This is an optimization exercise on Yosys and OpenROAD, whose aim is small area and a short achievable clock period, not a production implementation.
The RTL was checked by simulation tests, not by an equivalence proof against the original design.

Design fsm_multiplier, start of the top module:
module fsm_multiplier (
    input wire clk,
    input wire k0,
    input wire k1,
    input wire [9:0] switches,
    output wire [6:0] disp0,
    output wire [6:0] disp1,
    output wire [6:0] disp2,
    output wire [6:0] disp3,
    output reg [9:0] leds
);
Size: ~560 cells after synthesis, ~22 flip-flops, roughly 51 I/O pins.
Settings: LEC_CHECK=0, CAP_MARGIN=20, CELL_PAD_IN_SITES_DETAIL_PLACEMENT=1, CELL_PAD_IN_SITES_GLOBAL_PLACEMENT=1, CORE_MARGIN=2, CORE_UTILIZATION=60, SLEW_MARGIN=20, SYNTH_HIERARCHICAL=1; clock period 22.0 ns.
standard.sh (not shown) runs the stock make flow with config.mk's settings and CLKGATE_MAP_FILE= SYNTH_SCRIPT=/design/flow/synth_recipe.tcl, a recipe that flattens the netlist after the stock synthesis.
==> flow/flow/run.sh <==
#!/bin/bash
set -euo pipefail
export BUFFER_PORTS_ARGS="-buffer_cell sky130_fd_sc_hd__buf_2"
export SETUP_SLACK_MARGIN=9.5
bash standard.sh > standard.log 2>&1
Rerun with:
CELL_PAD_IN_SITES_DETAIL_PLACEMENT = unset   (was 1)
CELL_PAD_IN_SITES_GLOBAL_PLACEMENT = unset   (was 1)
CORE_UTILIZATION = 65   (was 60)
Cell area goes down by 1.5%.
Utilization goes up by 6.5 points.
Count of clock-buffer cells in the layout does not change.
Wire length goes down by 30%.
Rerun with:
CORE_UTILIZATION = 55   (was 65)
The new run completed without violations.
Global-route usage is lower by 3.6 points.
Design area goes up slightly.
Setup slack degrades by 0.014 ns.
Wire length grows by a few percent.
Die area rises by about a fifth.
Synthesized cell count does not change.
Maximum frequency hardly moves.

========
Setup of job 3611:
Another version of the RTL of fsm_multiplier (not shown whole).
Size in the first run: ~5700 sq um of cells after synthesis.
clock: 22.0 ns
lec_check: 0
cap_margin: 20
core_margin: 2
core_utilization: 65
slew_margin: 20
synth_hierarchical: 1
==> flow/flow/run.sh <==
#!/bin/bash
# The standard layout (the standard.sh: ORFS synthesis and layout), except that the port
# buffers are buf_2 cells instead of the default choice.
set -euo pipefail
export BUFFER_PORTS_ARGS="-buffer_cell sky130_fd_sc_hd__buf_2"
export SETUP_SLACK_MARGIN=11
bash standard.sh > standard.log 2>&1
Looking at the reports, job 3611 completed the entire flow and the layout it produced met the timing, DRC and antenna checks.
### job 3611 -> job 5777
==> flow/run.sh (new file) <==
#!/bin/bash
# synth_recipe.tcl (not shown) runs the flow's synth.tcl, then flattens the netlist and writes it again
# the make line also repeats each setting of config.mk as NAME=value (left out here)
make -C /OpenROAD-flow-scripts/flow DESIGN_CONFIG=/design/flow/config.mk WORK_HOME=/design/flow/orfs CLKGATE_MAP_FILE= SYNTH_SCRIPT=/design/flow/synth_recipe.tcl finish
removed: flow/flow/run.sh
removed: flow/standard.sh
Job 5777: all stages complete, timing, DRC and antenna checks passed. On global-route met2 utilization, the higher figure sits with job 3611, not job 5777. | total track usage | higher: job 3611 |. Job 5777 vs job 3611: post-route cell area down in job 5777. The non-clock buffer count number comes out lower for job 5777 vs job 3611.
> inputs changed (job 5777 -> job 6260)
==> flow/flow/run.sh (new file) <==
#!/bin/bash
# The standard layout (the standard.sh: ORFS synthesis and layout), except that the port
# buffers are buf_2 cells instead of the default choice.
set -euo pipefail
export BUFFER_PORTS_ARGS="-buffer_cell sky130_fd_sc_hd__buf_2"
export SETUP_SLACK_MARGIN=9.5
bash standard.sh > standard.log 2>&1
==> flow/standard.sh (new file) <==
#!/bin/bash
# synth_recipe.tcl (not shown) runs the flow's synth.tcl, then flattens the netlist and writes it again
# the make line also repeats each setting of config.mk as NAME=value (left out here)
make -C /OpenROAD-flow-scripts/flow DESIGN_CONFIG=/design/flow/config.mk WORK_HOME=/design/flow/orfs CLKGATE_MAP_FILE= SYNTH_SCRIPT=/design/flow/synth_recipe.tcl "${@:-finish}"
removed: flow/run.sh
Achievable frequency: job 6260 better than job 5777. Job 6260 vs job 5777, capturing element of the worst setup path: disp1[3] vs disp1[6]. Job 5777 → job 6260: clock-cell share of area now sits at about the same level, worst hold slack held, count of TritonRoute iterations in the first routing pass has decreased, standard cell area after detailed placement lost 4.1%. Cell depth of the worst setup path, job 6260 and job 5777: smaller value in job 6260. Job 6260 ends up with lower non-clock buffer share of cell area than job 5777 does.
diff inputs: job 6260 => job 1452
==> flow/flow/run.sh <==
#!/bin/bash
# The standard layout (the standard.sh: ORFS synthesis and layout), except that the port
# buffers are buf_2 cells instead of the default choice.
set -euo pipefail
export BUFFER_PORTS_ARGS="-buffer_cell sky130_fd_sc_hd__buf_2"
bash standard.sh > standard.log 2>&1
==> comparison <==
- Number of max-capacitance violations reported: job 6260 vs job 1452 — no meaningful difference
- [compare] base=job 6260 new=job 1452: critical path depth increased 2; area of all placed cells without fillers decreased 0.95%.
- Of job 6260 and job 1452, the run reporting the lower synthesis-to-layout area growth was job 1452.
- Detail-routed via count per cell (higher): job 6260
- A standard cell with the maximum stage delay on the critical path of o21ai_0 is what job 1452 shows, while o21ai_1 belongs to job 6260.

========
Another version of the RTL of fsm_multiplier (not shown whole).
Size: about 0.0052 mm² of cells after synthesis.
Settings: LEC_CHECK=0, CAP_MARGIN=20, CORE_MARGIN=2, CORE_UTILIZATION=65, SLEW_MARGIN=20, SYNTH_HIERARCHICAL=1; clock period 22.0 ns.
==> flow/flow/run.sh <==
#!/bin/bash
set -euo pipefail
export BUFFER_PORTS_ARGS="-buffer_cell sky130_fd_sc_hd__buf_2"
export SETUP_SLACK_MARGIN=10.5
bash standard.sh > standard.log 2>&1
The baseline produced a clean layout.
Edit:
--- a/flow/flow/run.sh
+++ b/flow/flow/run.sh
@@ -4 +4 @@
-export SETUP_SLACK_MARGIN=10.5
+export SETUP_SLACK_MARGIN=9.5
Utilization came out lower by 7.3 points.
Setup slack gets worse by 14 ps.
Design area drops by 9.5%.
Area after synthesis does not change.
Routed wire length falls by 17%.
Via count shrinks by 6.3%.
Die area does not change.

========
## alpha
Another version of the RTL of fsm_multiplier (not shown whole).
Size: roughly 650 cells after synthesis, ~51 I/O pins, roughly 4800 sq um of cells after synthesis.
clock: 22.0 ns
lec_check: 0
cap_margin: 20
core_margin: 2
core_utilization: 65
slew_margin: 20
synth_hierarchical: 1
==> flow/flow/run.sh <==
#!/bin/bash
set -euo pipefail
export BUFFER_PORTS_ARGS="-buffer_cell sky130_fd_sc_hd__buf_2"
export SETUP_SLACK_MARGIN=9.5
bash standard.sh > standard.log 2>&1
Modified inputs, beta compared to alpha
--- a/flow/flow/run.sh
+++ b/flow/flow/run.sh
@@ -4 +4 @@
-export SETUP_SLACK_MARGIN=9.5
+export SETUP_SLACK_MARGIN=10
==> results.txt <==
- beta went all the way through the flow, and no timing, DRC or antenna check failed.
- beta ended up with a higher non-clock buffer count than alpha did.
- Compared with alpha, beta shows a lower smallest setup slack after layout.
- alpha has lower wire length on met1 than beta.
- alpha has a higher register fraction of the total cell area than beta.
### beta -> gamma
Settings: CORE_UTILIZATION changed from 65 to 80; PLACE_DENSITY newly set to 0.9.
--- a/flow/flow/run.sh
+++ b/flow/flow/run.sh
@@ -4 +4 @@
-export SETUP_SLACK_MARGIN=10
+export SETUP_SLACK_MARGIN=9.5
Notes after the runs:
Lower total global routing track utilization goes to beta over gamma.
beta → gamma: via count normalized by instance count now sits higher; total of fill cells in the finished design now sits lower; cell area now sits lower.
Per the comparison of gamma with beta, slack of the critical path lost 0.035 ns, peak fanout along the critical path increased by 1 relative to the old numbers, number of tap cells inserted decreased about 24%, post-detailed-routing wire length went down.

========
fsm_multiplier, a different RTL version from the one above (not shown whole).
Size in the first run: ~550 cells after synthesis, ~22 flip-flops.
clock: 22.0 ns
lec_check: 0
cap_margin: 20
core_margin: 2
core_utilization: 65
slew_margin: 20
synth_hierarchical: 1
==> flow/flow/run.sh <==
#!/bin/bash
set -euo pipefail
export BUFFER_PORTS_ARGS="-buffer_cell sky130_fd_sc_hd__buf_2"
export SETUP_SLACK_MARGIN=9
bash standard.sh > standard.log 2>&1
Rerun with:
==> flow/flow/run.sh (replaced) <==
#!/bin/bash
set -euo pipefail
export BUFFER_PORTS_ARGS="-buffer_cell sky130_fd_sc_hd__buf_2"
export SETUP_SLACK_MARGIN=9.5
bash standard.sh > standard.log 2>&1
Outcome: Die area is unchanged. Utilization is unchanged. Design area is unchanged. Worst hold slack does not change. Final cell count does not change. Wire length is unchanged. Area after synthesis is unchanged. Synthesized cell count does not change.

========
Another version of the RTL of fsm_multiplier (not shown whole).
Size: about 610 cells after synthesis, about 22 flip-flops, ~51 I/O pins, roughly 4800 um^2 of cells after synthesis.
==> flow/config.mk <==
export PLATFORM = sky130hd
export DESIGN_NAME = fsm_multiplier
export DESIGN_NICKNAME = fsm_multiplier
export VERILOG_FILES = /design/flow/design.v
export SDC_FILE = /design/flow/constraint.sdc
export NUM_CORES = 4
export LEC_CHECK = 0
export CAP_MARGIN = 20
export CORE_MARGIN = 2
export CORE_UTILIZATION = 65
export SLEW_MARGIN = 20
export SYNTH_HIERARCHICAL = 1
==> flow/constraint.sdc <==
create_clock -name core_clock -period 22.0 [get_ports {clk}]
set_input_delay 4.4000 -clock core_clock [delete_from_list [all_inputs] [get_ports {clk}]]
set_output_delay 4.4000 -clock core_clock [all_outputs]
set_load 0.01 [all_outputs]
==> flow/flow/run.sh <==
#!/bin/bash
set -euo pipefail
export BUFFER_PORTS_ARGS="-buffer_cell sky130_fd_sc_hd__buf_2"
export SETUP_SLACK_MARGIN=10
bash standard.sh > standard.log 2>&1
Edit:
==> flow/flow/run.sh (replaced) <==
#!/bin/bash
set -euo pipefail
export BUFFER_PORTS_ARGS="-buffer_cell sky130_fd_sc_hd__buf_2"
export SETUP_SLACK_MARGIN=9.5
bash standard.sh > standard.log 2>&1
=> Via count is lower by 1.7%. Cell count shrinks by 0.41%. Wire length is lower by 3.8%.

========
Another version of the RTL of fsm_multiplier (not shown whole).
For scale: ~650 cells after synthesis, ~51 I/O pins, ~4800 um2 of cells after synthesis.
export LEC_CHECK = 0
export CAP_MARGIN = 20
export CORE_MARGIN = 2
export CORE_UTILIZATION = 65
export SLEW_MARGIN = 20
export SYNTH_HIERARCHICAL = 1
create_clock -name core_clock -period 22.0 [get_ports {clk}]
==> flow/flow/run.sh <==
#!/bin/bash
set -euo pipefail
export BUFFER_PORTS_ARGS="-buffer_cell sky130_fd_sc_hd__buf_2"
export SETUP_SLACK_MARGIN=9.5
bash standard.sh > standard.log 2>&1
==> next run, changes <==
==> flow/flow/run.sh (replaced) <==
#!/bin/bash
set -euo pipefail
export BUFFER_PORTS_ARGS="-buffer_cell sky130_fd_sc_hd__buf_2"
export SETUP_SLACK_MARGIN=9
bash standard.sh > standard.log 2>&1
What happened:
- non-clock buffer count is unchanged
- count of clock-buffer cells in the layout stays the same
- setup slack loses 0.081 ns
- design area shrinks by 0.64%
- die area is unchanged
- worst hold slack stays flat

========
fsm_multiplier, a different RTL version from the one above (not shown whole).
Size: about 640 cells after synthesis, about 22 flip-flops.
Settings: LEC_CHECK=0, CAP_MARGIN=20, CORE_MARGIN=2, CORE_UTILIZATION=65, SLEW_MARGIN=20, SYNTH_HIERARCHICAL=1; clock period 22.0 ns.
==> flow/flow/run.sh <==
#!/bin/bash
set -euo pipefail
export BUFFER_PORTS_ARGS="-buffer_cell sky130_fd_sc_hd__buf_2"
export SETUP_SLACK_MARGIN=9.5
bash standard.sh > standard.log 2>&1
The first run ran to the end with no violations.
==> next run, changes <==
--- a/flow/flow/run.sh
+++ b/flow/flow/run.sh
@@ -4 +4 @@
-export SETUP_SLACK_MARGIN=9.5
+export SETUP_SLACK_MARGIN=9
Outcome:
- routed wire length is lower by 0.65%
- utilization is lower by 0.54 points
- cell count is unchanged
- synthesized cell count stays the same
- hold slack is about the same
- count of clock-buffer cells in the layout is unchanged
- synthesized area is unchanged

## static timing again, ports no longer ideal
The flow's constraints put no driver on any port. The routed layouts listed below were extracted and timed again, unchanged, in two steps. Step 1 assumes that a clkbuf_16 drives the clock port and a buf_2 every other input. Step 2 times the ports against the registers' clock, not the clock port: input delays grow and output delays shrink by t, the midpoint of the rising clock arrivals with the driver on. Three values: no drivers, after step 1, after step 2; two values: the first two.
run	shift t [ns]	slack for setup (ns)	latest minus earliest clock arrival (ns)	worst register clock-pin slew, ns	worst data-port slew with drivers (ns)
the first run of note 1	0.296	9.749 / 9.727 / 9.727	0.002 / 0.002	0.09 / 0.09	0.04
the second run of note 1	0.290	10.017 / 9.989 / 9.989	0.007 / 0.007	0.08 / 0.08	0.03
the third run of note 1	0.295	10.003 / 9.979 / 9.979	0.007 / 0.007	0.09 / 0.09	0.03
job 3611	0.289	9.975 / 9.914 / 9.914	0.004 / 0.005	0.08 / 0.08	0.06
job 5777	0.289	8.036 / 8.014 / 8.014	0.011 / 0.011	0.09 / 0.09	0.04
job 6260	0.284	9.778 / 9.760 / 9.760	0.007 / 0.007	0.08 / 0.08	0.03
job 1452	0.285	9.125 / 9.104 / 9.104	0.008 / 0.008	0.08 / 0.08	0.03
the first run of note 3	0.284	10.013 / 9.975 / 9.975	0.010 / 0.011	0.09 / 0.09	0.05
the second run of note 3	0.301	10.000 / 9.982 / 9.982	0.008 / 0.008	0.08 / 0.08	0.04
alpha	0.291	9.829 / 9.805 / 9.805	0.010 / 0.010	0.09 / 0.09	0.03
beta	0.291	9.796 / 9.761 / 9.761	0.009 / 0.009	0.09 / 0.09	0.04
gamma	0.294	9.760 / 9.741 / 9.741	0.009 / 0.009	0.08 / 0.08	0.04
the first run of note 5	0.291	10.093 / 10.047 / 10.047	0.007 / 0.006	0.09 / 0.09	0.04
the second run of note 5	0.291	10.093 / 10.047 / 10.047	0.007 / 0.006	0.09 / 0.09	0.04
the first run of note 6	0.288	10.206 / 10.167 / 10.167	0.006 / 0.005	0.08 / 0.08	0.05
the second run of note 6	0.288	10.060 / 10.026 / 10.026	0.005 / 0.005	0.08 / 0.08	0.05
the first run of note 7	0.287	9.880 / 9.859 / 9.859	0.002 / 0.003	0.08 / 0.08	0.03
the second run of note 7	0.286	9.799 / 9.779 / 9.779	0.005 / 0.004	0.08 / 0.08	0.03
the first run of note 8	0.292	9.936 / 9.906 / 9.906	0.005 / 0.005	0.08 / 0.08	0.05
the second run of note 8	0.290	9.835 / 9.799 / 9.799	0.006 / 0.006	0.08 / 0.08	0.05
After both steps every run listed still meets setup and hold. For job 3611, which loses most, drivers alone change the setup slack by -0.061 ns; drivers and shift together by -0.061 ns.
